Context: an optimization exercise on an open-source flow, tuned for small area, a short achievable clock period and few clock cycles per item. The choices shown serve that exercise and are no tape-out recipe.
In this exercise RTL edits were held to simulation tests only and were not proved equivalent to the original.

Setup of v19:
Design upsample_csc, start of the top module:
module upsample_csc (
    input  logic        clk,
    input  logic        resetn,
    input  logic        start,
    output logic        done,
    input  logic [15:0] sram_read_data,
    output logic [15:0] sram_write_data,
    output logic [17:0] sram_address,
    output logic        sram_we_n
);
Size in the first run: about 1900 cells after synthesis, about 400 flip-flops, roughly 55 I/O pins, roughly 0.022 mm² of cells after synthesis.
Settings: LEC_CHECK=0, ABC_AREA=0, CAP_MARGIN=20, CORE_MARGIN=2, CORE_UTILIZATION=55, CTS_CLUSTER_DIAMETER=100, CTS_CLUSTER_SIZE=28, PLACE_DENSITY=0.7, SLEW_MARGIN=20, SYNTH_HIERARCHICAL=1, SYNTH_MINIMUM_KEEP_SIZE=0; clock period 11.0 ns.
standard.sh (not shown) runs the stock make flow with config.mk's settings and CLKGATE_MAP_FILE= SYNTH_SCRIPT=/design/flow/synth_recipe.tcl, a recipe that flattens the netlist after the stock synthesis.
==> flow/flow/run.sh <==
#!/bin/bash
# Own layout flow: the standard synthesis unchanged, then the standard ORFS steps with
# stronger timing repair (a larger setup margin, all endpoints) and faster port buffers.
# Each step's full output goes to a log file in the work folder.
set -euo pipefail
bash standard.sh synth > synth.log 2>&1
bash standard.sh SETUP_SLACK_MARGIN=7.5 TNS_END_PERCENT=100 \
     BUFFER_PORTS_ARGS="-buffer_cell sky130_fd_sc_hd__buf_4" \
     CTS_ARGS="-sink_clustering_enable -repair_clock_nets -sink_clustering_size 28 -sink_clustering_max_diameter 100 -dont_use_dummy_load" finish > layout.log 2>&1
v19: all stages complete, timing, DRC and antenna checks passed
Testbench counts of v19, summed over its fixed seeds: cycles 960,180, pixels 384,000.
Relative to v19, the following input files were edited for v22:
# v19
export LEC_CHECK = 0
export ABC_AREA = 0
export CAP_MARGIN = 20
export CORE_MARGIN = 2
export CORE_UTILIZATION = 55
export CTS_CLUSTER_DIAMETER = 100
export CTS_CLUSTER_SIZE = 28
export PLACE_DENSITY = 0.7
export SLEW_MARGIN = 20
export SYNTH_HIERARCHICAL = 1
export SYNTH_MINIMUM_KEEP_SIZE = 0
create_clock -name core_clock -period 11.0 [get_ports {clk}]
# v22
export LEC_CHECK = 0
export ABC_AREA = 1
export CAP_MARGIN = 20
export CORE_MARGIN = 2
export CORE_UTILIZATION = 55
export CTS_CLUSTER_DIAMETER = 100
export CTS_CLUSTER_SIZE = 28
export PLACE_DENSITY = 0.7
export SLEW_MARGIN = 20
export SYNTH_HIERARCHICAL = 1
export SYNTH_MINIMUM_KEEP_SIZE = 0
create_clock -name core_clock -period 11.0 [get_ports {clk}]
--- a/flow/flow/run.sh
+++ b/flow/flow/run.sh
@@ -8,2 +8 @@
-     BUFFER_PORTS_ARGS="-buffer_cell sky130_fd_sc_hd__buf_4" \
-     CTS_ARGS="-sink_clustering_enable -repair_clock_nets -sink_clustering_size 28 -sink_clustering_max_diameter 100 -dont_use_dummy_load" finish > layout.log 2>&1
+     BUFFER_PORTS_ARGS="-buffer_cell sky130_fd_sc_hd__buf_4" finish > layout.log 2>&1
Findings:
v22 ended with more clock period minus final worst setup slack than v19. [v22 vs v19] synthesized instance count: higher in v22.
> inputs changed (v22 -> v28)
# v22
export LEC_CHECK = 0
export ABC_AREA = 1
export CAP_MARGIN = 20
export CORE_MARGIN = 2
export CORE_UTILIZATION = 55
export CTS_CLUSTER_DIAMETER = 100
export CTS_CLUSTER_SIZE = 28
export PLACE_DENSITY = 0.7
export SLEW_MARGIN = 20
export SYNTH_HIERARCHICAL = 1
export SYNTH_MINIMUM_KEEP_SIZE = 0
create_clock -name core_clock -period 11.0 [get_ports {clk}]
# v28
export LEC_CHECK = 0
export ABC_AREA = 0
export CAP_MARGIN = 20
export CORE_MARGIN = 2
export CORE_UTILIZATION = 55
export CTS_CLUSTER_DIAMETER = 100
export CTS_CLUSTER_SIZE = 28
export PLACE_DENSITY = 0.7
export SLEW_MARGIN = 20
export SYNTH_HIERARCHICAL = 1
export SYNTH_MINIMUM_KEEP_SIZE = 0
create_clock -name core_clock -period 11.0 [get_ports {clk}]
--- a/flow/flow/run.sh
+++ b/flow/flow/run.sh
@@ -8 +8,2 @@
-     BUFFER_PORTS_ARGS="-buffer_cell sky130_fd_sc_hd__buf_4" finish > layout.log 2>&1
+     BUFFER_PORTS_ARGS="-buffer_cell sky130_fd_sc_hd__buf_4" \
+     CTS_ARGS="-sink_clustering_enable -repair_clock_nets -sink_clustering_size 28 -sink_clustering_max_diameter 100 -dont_use_dummy_load -distance_between_buffers 150" finish > layout.log 2>&1
--- outcome ---
- Having completed the whole flow, v28 delivered a layout that passed the timing, design-rule and antenna checks.
- v22: no failed stages, no open violations at the end
- Relative to v22, the placeable core area of v28 is lower by 0.69%.
- Cmp v28 and v22 / synthesized cell count / higher: v22
- The count of clock-net buffers in the final layout number comes out lower for v28 vs v22.
- Comparing v28 and v22, the lower post-layout instance area was measured on v28.
- Going from v22 to v28, the share of the core filled with cells was found to have gone down by 0.34 points.
- Total wire length: v28 better than v22
- Post-layout instance count excluding filler cells (lower): v28
- Most common cell after layout, fill and taps aside: sky130_fd_sc_hd__dfxtp_1 -> v28, sky130_fd_sc_hd__nand2_1 -> v22
What v58 does differently from v28 at the input level:
--- a/flow/flow/run.sh
+++ b/flow/flow/run.sh
@@ -8,2 +8 @@
-     BUFFER_PORTS_ARGS="-buffer_cell sky130_fd_sc_hd__buf_4" \
-     CTS_ARGS="-sink_clustering_enable -repair_clock_nets -sink_clustering_size 28 -sink_clustering_max_diameter 100 -dont_use_dummy_load -distance_between_buffers 150" finish > layout.log 2>&1
+     BUFFER_PORTS_ARGS="-buffer_cell sky130_fd_sc_hd__buf_4" finish > layout.log 2>&1
==> comparison <==
Higher first-iteration DRC count among v58 and v28: v28
Comparing v58 and v28, the lower clock tree buffer count of the final layout was measured on v28.
In the metrics for v58 and v28, the one carrying the higher routed wire length is v58.
Comparing v58 and v28, number of buffers other than clock buffers in the final layout is lower on v28.
Of v58 and v28, v28 shows the higher clock skew, with v58 below it.
Per the comparison of v58 with v28, final-report max-slew violation count has remained practically unchanged, maximum operating frequency closely matched the old numbers, share of the clock period used by the worst path shows no meaningful change, met1 track utilization from global routing went up by 0.24 points.
### v58 -> v51
# v58
export LEC_CHECK = 0
export ABC_AREA = 0
export CAP_MARGIN = 20
export CORE_MARGIN = 2
export CORE_UTILIZATION = 55
export CTS_CLUSTER_DIAMETER = 100
export CTS_CLUSTER_SIZE = 28
export PLACE_DENSITY = 0.7
export SLEW_MARGIN = 20
export SYNTH_HIERARCHICAL = 1
export SYNTH_MINIMUM_KEEP_SIZE = 0
create_clock -name core_clock -period 11.0 [get_ports {clk}]
# v51
export LEC_CHECK = 0
export ABC_AREA = 0
export CAP_MARGIN = 20
export CORE_MARGIN = 2
export CORE_UTILIZATION = 65
export CTS_CLUSTER_DIAMETER = 100
export CTS_CLUSTER_SIZE = 28
export PLACE_DENSITY = 0.8
export SLEW_MARGIN = 20
export SYNTH_HIERARCHICAL = 1
export SYNTH_MINIMUM_KEEP_SIZE = 0
create_clock -name core_clock -period 11.0 [get_ports {clk}]
Results
- The final layouts of v58 and v51 pass the timing, design-rule and antenna checks.
- Comparing v58 and v51, met1 demand-to-capacity share in global routing is lower on v58.
- Cell count: v51 lower than v58
- Non-clock buffer count in v51 is 1.3% below v58.

## afterwards: timing with drivers on the ports
In the flow no input, the clock included, has a driving cell. The finished layouts below were timed again as built, in two steps.
Step 1: set_driving_cell puts a clkbuf_16 on clk and a buf_2 on each other input, an assumption about the parent block.
Step 2, shift: input delay + t, output delay - t, t = (earliest + latest rising clock arrival at the registers) / 2. This alone moves slack from input paths to output paths.
Slacks: ideal ports / drivers / drivers and shift; pairs: ideal ports / drivers.
run | t, ns | setup slack, ns | worst setup path at the end | worst register clock-pin slew, ns
v19 | 0.585 | 7.636 / 7.593 / 7.636 | register to register | 0.11 / 0.11
v22 | 0.589 | 7.516 / 7.516 / 7.516 | register to register | 0.12 / 0.12
v28 | 0.585 | 7.636 / 7.593 / 7.636 | register to register | 0.11 / 0.11
v58 | 0.599 | 7.628 / 7.582 / 7.628 | register to register | 0.11 / 0.11
v51 | 0.595 | 7.600 / 7.600 / 7.600 | register to register | 0.11 / 0.11
After both steps every run listed still meets setup and hold.
